Background: an optimization exercise with open tools, aiming at small area, a short achievable clock period and few clock cycles. Do not read the settings as production practice.
Only simulation tests tie the RTL to the original design; equivalence was not proved.
Power figures rest on the tool's default switching activity, not on a simulated workload.

==> flow/design.v <==
module rle (
    clk,
    nreset,
    start,
    message_addr,
    message_size,
    rle_addr,
    rle_size,
    done,
    port_A_data_in,
    port_A_data_out,
    port_A_addr,
    port_A_we
    );
input   clk;
input   nreset;
input   start;
input   [31:0] message_addr;
input   [31:0] message_size;
input   [31:0] rle_addr;
input   [31:0] port_A_data_out;
output reg [31:0] port_A_data_in;
output  [15:0] port_A_addr;
output reg port_A_we;
output  [31:0] rle_size;
output  done;
reg        busy;        
reg        rnew;        
reg        dpend;       
reg        dlast;       
reg        fl;          
reg [13:0] rleft;       
reg [1:0]  lastidx;     
reg [13:0] raddr;
reg [13:0] waddr;
reg [7:0]  v;           
reg [7:0]  c;           
reg        have;        
reg [7:0]  rem_b;       
reg [7:0]  rem_l;       
reg        rem_v;
reg        rem_2;       
reg        rem_b1;      
reg [15:0] pend;        
reg        pend_v;
reg [13:0] rsw;         
reg        odd;         
assign done = ~busy;
assign rle_size = {16'd0, rsw, odd, 1'b0};
wire [13:0] aword = port_A_we ? waddr : raddr;
assign port_A_addr = {aword, 2'b00};
wire [13:0] anext = aword + 14'd1;      
wire [31:0] d = port_A_data_out;
wire        dact = dpend & ~rem_v;           
wire        flush = fl & ~rem_v;             
wire        act = rem_v | dpend | fl;
wire [1:0]  dlst = dlast ? lastidx : 2'd3;
wire eq0 = (d[7:0]   == v);
wire eq1 = (d[15:8]  == d[7:0]);
wire eq2 = (d[23:16] == d[15:8]);
wire eq3 = (d[31:24] == d[23:16]);
wire c255 = (c == 8'd255);
wire c254 = (c == 8'd254);
wire c253 = (c == 8'd253);
wire c252 = (c == 8'd252);
wire [3:0] dbnd;
assign dbnd[0] = have & (~eq0 | c255);
assign dbnd[1] = (dlst != 2'd0) & (~eq1 | (c254 & eq0));
assign dbnd[2] = dlst[1] & (~eq2 | (c253 & eq0 & eq1));
assign dbnd[3] = (dlst == 2'd3) & (~eq3 | (c252 & eq0 & eq1 & eq2));
wire [3:0] b = dbnd;
wire d_nb0 = ~|b;
wire d_ge2 = (b[0] & b[1]) | (b[0] & b[2]) | (b[0] & b[3]) |
             (b[1] & b[2]) | (b[1] & b[3]) | (b[2] & b[3]);
wire d_nb3 = (b[0] & b[1] & b[2]) | (b[0] & b[1] & b[3]) |
             (b[0] & b[2] & b[3]) | (b[1] & b[2] & b[3]);
wire d_three = b[0] & b[1] & b[2];           
wire [3:0] f1;
assign f1[0] = b[0];
assign f1[1] = b[1] & ~b[0];
assign f1[2] = b[2] & ~b[1] & ~b[0];
assign f1[3] = b[3] & ~b[2] & ~b[1] & ~b[0];
wire [7:0] c1 = c + 8'd1;
wire [7:0] c2 = c + 8'd2;
wire [7:0] c3 = c + 8'd3;
wire [7:0] veff = have ? v : d[7:0];         
wire [7:0] d_len1 = ({8{f1[0]}} & c) | ({8{f1[1]}} & c1) |
                    ({8{f1[2]}} & c2) | ({8{f1[3]}} & c3);
wire [7:0] d_val2 = ({8{f1[0]}} & d[7:0]) | ({8{f1[1]}} & d[15:8]) |
                    ({8{f1[2]}} & d[23:16]);
reg  [1:0] d_len2;      
always @(*) begin
    case (b[2:0])
    3'b101:  d_len2 = 2'd2;
    3'b001:  d_len2 = b[3] ? 2'd3 : 2'd1;
    3'b010:  d_len2 = b[3] ? 2'd2 : 2'd1;
    default: d_len2 = 2'd1;
    endcase
end
reg [7:0] vlast;
always @(*) begin
    case (dlst)
    2'd0: vlast = d[7:0];
    2'd1: vlast = d[15:8];
    2'd2: vlast = d[23:16];
    default: vlast = d[31:24];
    endcase
end
wire [7:0] d_v = d_nb3 ? (d_three ? d[15:8] : d[23:16]) : vlast;
reg [2:0] d_cs;
always @(*) begin
    if (d_nb3)
        d_cs = d_three ? 3'd1 : (b[2] ? 3'd1 : 3'd2);
    else if (b[3])
        d_cs = 3'd1;
    else if (b[2])
        d_cs = {1'b0, dlst} - 3'd1;
    else if (b[1])
        d_cs = {1'b0, dlst};
    else
        d_cs = {1'b0, dlst} + 3'd1;
end
wire [7:0] clast = c + {6'd0, dlst} + 8'd1;
wire [7:0] d_c = d_nb0 ? clast : {5'd0, d_cs};
wire r_two = rem_v & rem_2 & rem_b1;
wire [15:0] p1 = dact ? {veff, d_len1} : {v, c};
wire [15:0] p2 = dact ? {d_val2, 6'd0, d_len2} : {rem_b, 8'd1};
wire nb0 = dact ? d_nb0 : ~(rem_v | flush);
wire ge2 = dact ? d_ge2 : r_two;
wire nb1 = ~nb0 & ~ge2;
wire nb3 = dact & d_nb3;
wire [7:0] v_n = dact ? d_v : rem_l;
wire [7:0] c_n = dact ? d_c : {6'd0, rem_2 & ~rem_b1, ~(rem_2 & ~rem_b1)};
wire        out = flush | ge2 | (~nb0 & pend_v);
wire [31:0] ow = pend_v ? {p1, pend} : {flush ? 16'd0 : p2, p1};
always @(posedge clk or negedge nreset) begin
    if (!nreset) begin
        busy <= 1'b0;
        rnew <= 1'b0;
        dpend <= 1'b0;
        rem_v <= 1'b0;
        fl <= 1'b0;
        port_A_we <= 1'b0;
    end else if (!busy) begin
        port_A_we <= 1'b0;
        rem_v <= 1'b0;
        dpend <= 1'b0;
        fl <= 1'b0;
        busy <= start;
        rnew <= start;
    end else begin
        port_A_we <= out;
        rnew <= ~out & (rnew ? (rleft != 14'd1) : (rleft != 14'd0));
        dpend <= rnew | (dpend & rem_v);
        rem_v <= dact & nb3;
        fl <= fl | (dact & dlast);
        if (flush)
            busy <= 1'b0;
    end
end
always @(posedge clk) begin
    rem_b <= d[23:16];
    rem_l <= vlast;
    rem_2 <= d_three & (dlst == 2'd3);
    rem_b1 <= dbnd[3];
    port_A_data_in <= ow;
end
always @(posedge clk) begin
    if (!busy) begin
        raddr <= message_addr[15:2];
        waddr <= rle_addr[15:2];
        rleft <= message_size[15:2] + {13'd0, message_size[1:0] != 2'd0};
        lastidx <= message_size[1:0] - 2'd1;
        c <= 8'd0;
        have <= 1'b0;
        pend_v <= 1'b0;
        if (start) begin
            rsw <= 14'd0;
            odd <= 1'b0;
        end
    end else begin
        if (rnew) begin
            raddr <= anext;
            rleft <= rleft - 14'd1;
            dlast <= (rleft == 14'd1);
        end
        if (port_A_we)
            waddr <= anext;
        if (act) begin
            have <= 1'b1;
            v <= v_n;
            c <= c_n;
        end
        if (act & ~nb0)
            pend <= pend_v ? p2 : p1;
        pend_v <= pend_v ^ (act & nb1);
        rsw <= rsw + {13'd0, port_A_we} + {13'd0, flush & pend_v};
        if (flush)
            odd <= ~pend_v;
    end
end
endmodule
export LEC_CHECK = 0
export CAP_MARGIN = 20
export CORE_MARGIN = 2
export CORE_UTILIZATION = 40
export SETUP_SLACK_MARGIN = 1.4
export SLEW_MARGIN = 20
create_clock -name core_clock -period 4.5 [get_ports {clk}]
standard.sh (not shown) runs the stock make flow with config.mk's settings and CLKGATE_MAP_FILE= SYNTH_SCRIPT=/design/flow/synth_recipe.tcl, a recipe that flattens the netlist after the stock synthesis.
==> flow/flow/run.sh <==
#!/bin/bash
# Standard layout, with plain buf_1 cells as the port buffers and a clock
# tree of smaller buffers without dummy loads.
export BUFFER_PORTS_ARGS="-buffer_cell sky130_fd_sc_hd__buf_1"
export CTS_ARGS="-sink_clustering_enable -repair_clock_nets -buf_list {sky130_fd_sc_hd__clkbuf_4 sky130_fd_sc_hd__clkbuf_8} -dont_use_dummy_load"
bash standard.sh > standard.log 2>&1
Testbench counts at the start, summed over its fixed seeds: cycles 6,590.
Rerun with:
==> flow/flow/run.sh (replaced) <==
#!/bin/bash
# Standard layout, with plain buf_1 cells as the port buffers and a clock
# tree of smaller buffers, larger sink clusters and no dummy loads.
export BUFFER_PORTS_ARGS="-buffer_cell sky130_fd_sc_hd__buf_1"
export CTS_ARGS="-sink_clustering_enable -repair_clock_nets -sink_clustering_size 40 -sink_clustering_max_diameter 100 -buf_list {sky130_fd_sc_hd__clkbuf_4 sky130_fd_sc_hd__clkbuf_8} -dont_use_dummy_load"
bash standard.sh > standard.log 2>&1
CORE_UTILIZATION = 60   (was 40)
After rerunning: Sequential power is about the same; cell area came out lower by a few percent; hold slack got worse by 0.022 ns; routed wire length came out lower by a little under a tenth; worst setup slack got worse by 0.0073 ns; register-to-register slack hardly moves.


## build 13
rle, a different RTL version from the one above (not shown whole).
Size in the first run: ~990 cells after synthesis, about 190 flip-flops, about 210 I/O pins, roughly 10000 um^2 of cells after synthesis.
export LEC_CHECK = 0
export CAP_MARGIN = 20
export CORE_MARGIN = 2
export CORE_UTILIZATION = 50
export SETUP_SLACK_MARGIN = 2.2
export SLEW_MARGIN = 20
create_clock -name core_clock -period 4.5 [get_ports {clk}]
==> flow/flow/run.sh <==
#!/bin/bash
# Standard layout, with plain buf_1 cells as the port buffers and a clock
# tree of smaller buffers without dummy loads.
export BUFFER_PORTS_ARGS="-buffer_cell sky130_fd_sc_hd__buf_1"
export CTS_ARGS="-sink_clustering_enable -repair_clock_nets -buf_list {sky130_fd_sc_hd__clkbuf_4 sky130_fd_sc_hd__clkbuf_8} -dont_use_dummy_load"
bash standard.sh > standard.log 2>&1
Build 13 completed end to end with timing, DRC and antenna clean.
Testbench counts of build 13, summed over its fixed seeds: cycles 6,649.
## Diff of input files: build 78 against build 13
-- flow/config.mk --
<<< build 13, line 9
export CORE_MARGIN = 2
export CORE_UTILIZATION = 50
export SETUP_SLACK_MARGIN = 2.2
export SLEW_MARGIN = 20
>>> build 78, line 9
export CORE_MARGIN = 2
export CORE_UTILIZATION = 60
export SETUP_SLACK_MARGIN = 2.5
export SLEW_MARGIN = 20
Findings:
Build 13 ended up with sky130_fd_sc_hd__dfxtp_4 as its slowest cell on the critical path; build 78 ended up with sky130_fd_sc_hd__edfxtp_1. Build 78 vs build 13 — area added between synthesis and finish rose 17 points. The higher required time of the worst setup path of build 13 and build 78 is in build 78. Power after layout up 18% in build 78 wrt build 13. Summary of build 78 over build 13: routed wire length now sits higher, non-clock buffer count climbed 53%, maximum clock rate shows a reduction of 16 MHz. For build 13, the last element of the critical path was port_A_addr[11], unlike build 78, where it was pend[12]. Number of placed cells counting well taps: build 78 vs build 13 down about 3.7%.
### build 78 -> build 57
-- flow/config.mk --
<<< build 78, line 10
export CORE_UTILIZATION = 60
export SETUP_SLACK_MARGIN = 2.5
export SLEW_MARGIN = 20
>>> build 57, line 10
export CORE_UTILIZATION = 60
export SETUP_SLACK_MARGIN = 2.2
export SLEW_MARGIN = 20
Notes after the runs:
Build 57 reports its capture point of the worst path as port_A_addr[10] while build 78 reports pend[12]. Cmp build 57 vs build 78: time the final worst path needs with I/O delays and setup lower in build 57. Going from build 78 to build 57, global-route usage -4.3 points, wire length lower, final-layout non-clock buffer area share -6.8 points. Against build 78, build 57 comes in 4 lower on number of gates on the worst path with buffers counted. [compare] base=build 78 new=build 57: number of ordinary and repair buffers in the finished layout lower, data required time of the critical path went down 1.11 ns, maximum cell stage delay along the critical path went down by 0.24 ns, area of the mapped netlist closely matched the old numbers, area added between synthesis and finish saw a decrease. Build 57: portion of total power attributed to combinational logic lower than build 78.
What build 3 does differently from build 57 at the input level:
-- flow/config.mk --
<<< build 57, line 10
export CORE_UTILIZATION = 60
export SETUP_SLACK_MARGIN = 2.2
export SLEW_MARGIN = 20
>>> build 3, line 10
export CORE_UTILIZATION = 60
export SETUP_SLACK_MARGIN = 2.0
export SLEW_MARGIN = 20
==> comparison <==
- Multi-input gate share of total cell area (higher): build 3
- Build 3 vs build 57, most heavily used metal layer in global routing: met1 vs met2
- Going from build 57 to build 3, post-CTS repair timing setup buffer count saw a decrease; routed wire length moved down.
- | global-route usage | build 3 vs build 57 | 1.3 points lower |
- Comparing the two runs side by side, build 3 comes out ahead of build 57 on net switching component of the power.
- In build 3 the sequential share of layout area turned out 1.6 points higher than in build 57.
- For the logic gate share of total power, build 3 came in 3.0 points lower than build 57 did.


Another version of the RTL of rle (not shown whole).
For scale: about 980 cells after synthesis.
Settings: LEC_CHECK=0, CAP_MARGIN=20, CORE_MARGIN=2, CORE_UTILIZATION=70, SETUP_SLACK_MARGIN=2.0, SLEW_MARGIN=20; clock period 4.5 ns.
Scripts as last shown in full above: flow/flow/run.sh
Testbench counts at the start, summed over its fixed seeds: cycles 6,649.
Then changed:
Settings changed: CORE_UTILIZATION 70 to 60, SETUP_SLACK_MARGIN 2.0 to 2.3.
Die area is higher by 16%; core utilization drops by 1.8 points; clock power went up by about 1%; synthesized cell count stays the same; total power went up by 13%; non-clock buffer count went up by 66; clock skew is about the same.

## port drivers added, routing unchanged
The results above use ideal ports. As a check the final layouts listed here were re-extracted and re-timed, cells and wires unchanged.
Step 1: set_driving_cell puts a clkbuf_16 on clk and a buf_2 on each other input, an assumption about the parent block.
Step 2 also shifts input and output timing later by t, the mid clock arrival at the registers, as if the neighbouring blocks saw the same clock.
Three values: no drivers, after step 1, after step 2; two values: the first two.
run | t (ns) | setup WS [ns] | worst register clock-pin slew, ns
the first run of note 1 | 0.477 | 1.422 / 1.429 / 0.952 | 0.10 / 0.10
the second run of note 1 | 0.471 | 1.415 / 1.418 / 0.947 | 0.08 / 0.08
build 13 | 0.503 | 2.188 / 2.143 / 1.886 | 0.11 / 0.11
build 78 | 0.518 | 2.101 / 2.101 / 2.068 | 0.11 / 0.11
build 57 | 0.515 | 2.169 / 2.127 / 1.938 | 0.11 / 0.11
build 3 | 0.488 | 2.081 / 2.081 / 1.932 | 0.11 / 0.11
the first run of note 3 | 0.505 | 1.948 / 1.948 / 1.828 | 0.11 / 0.11
the second run of note 3 | 0.498 | 2.017 / 1.978 / 2.007 | 0.11 / 0.11
After both steps setup and hold are still met in every run listed. For the first run of note 1, which loses most, drivers alone change the setup slack by +0.007 ns; drivers and shift together by -0.470 ns.
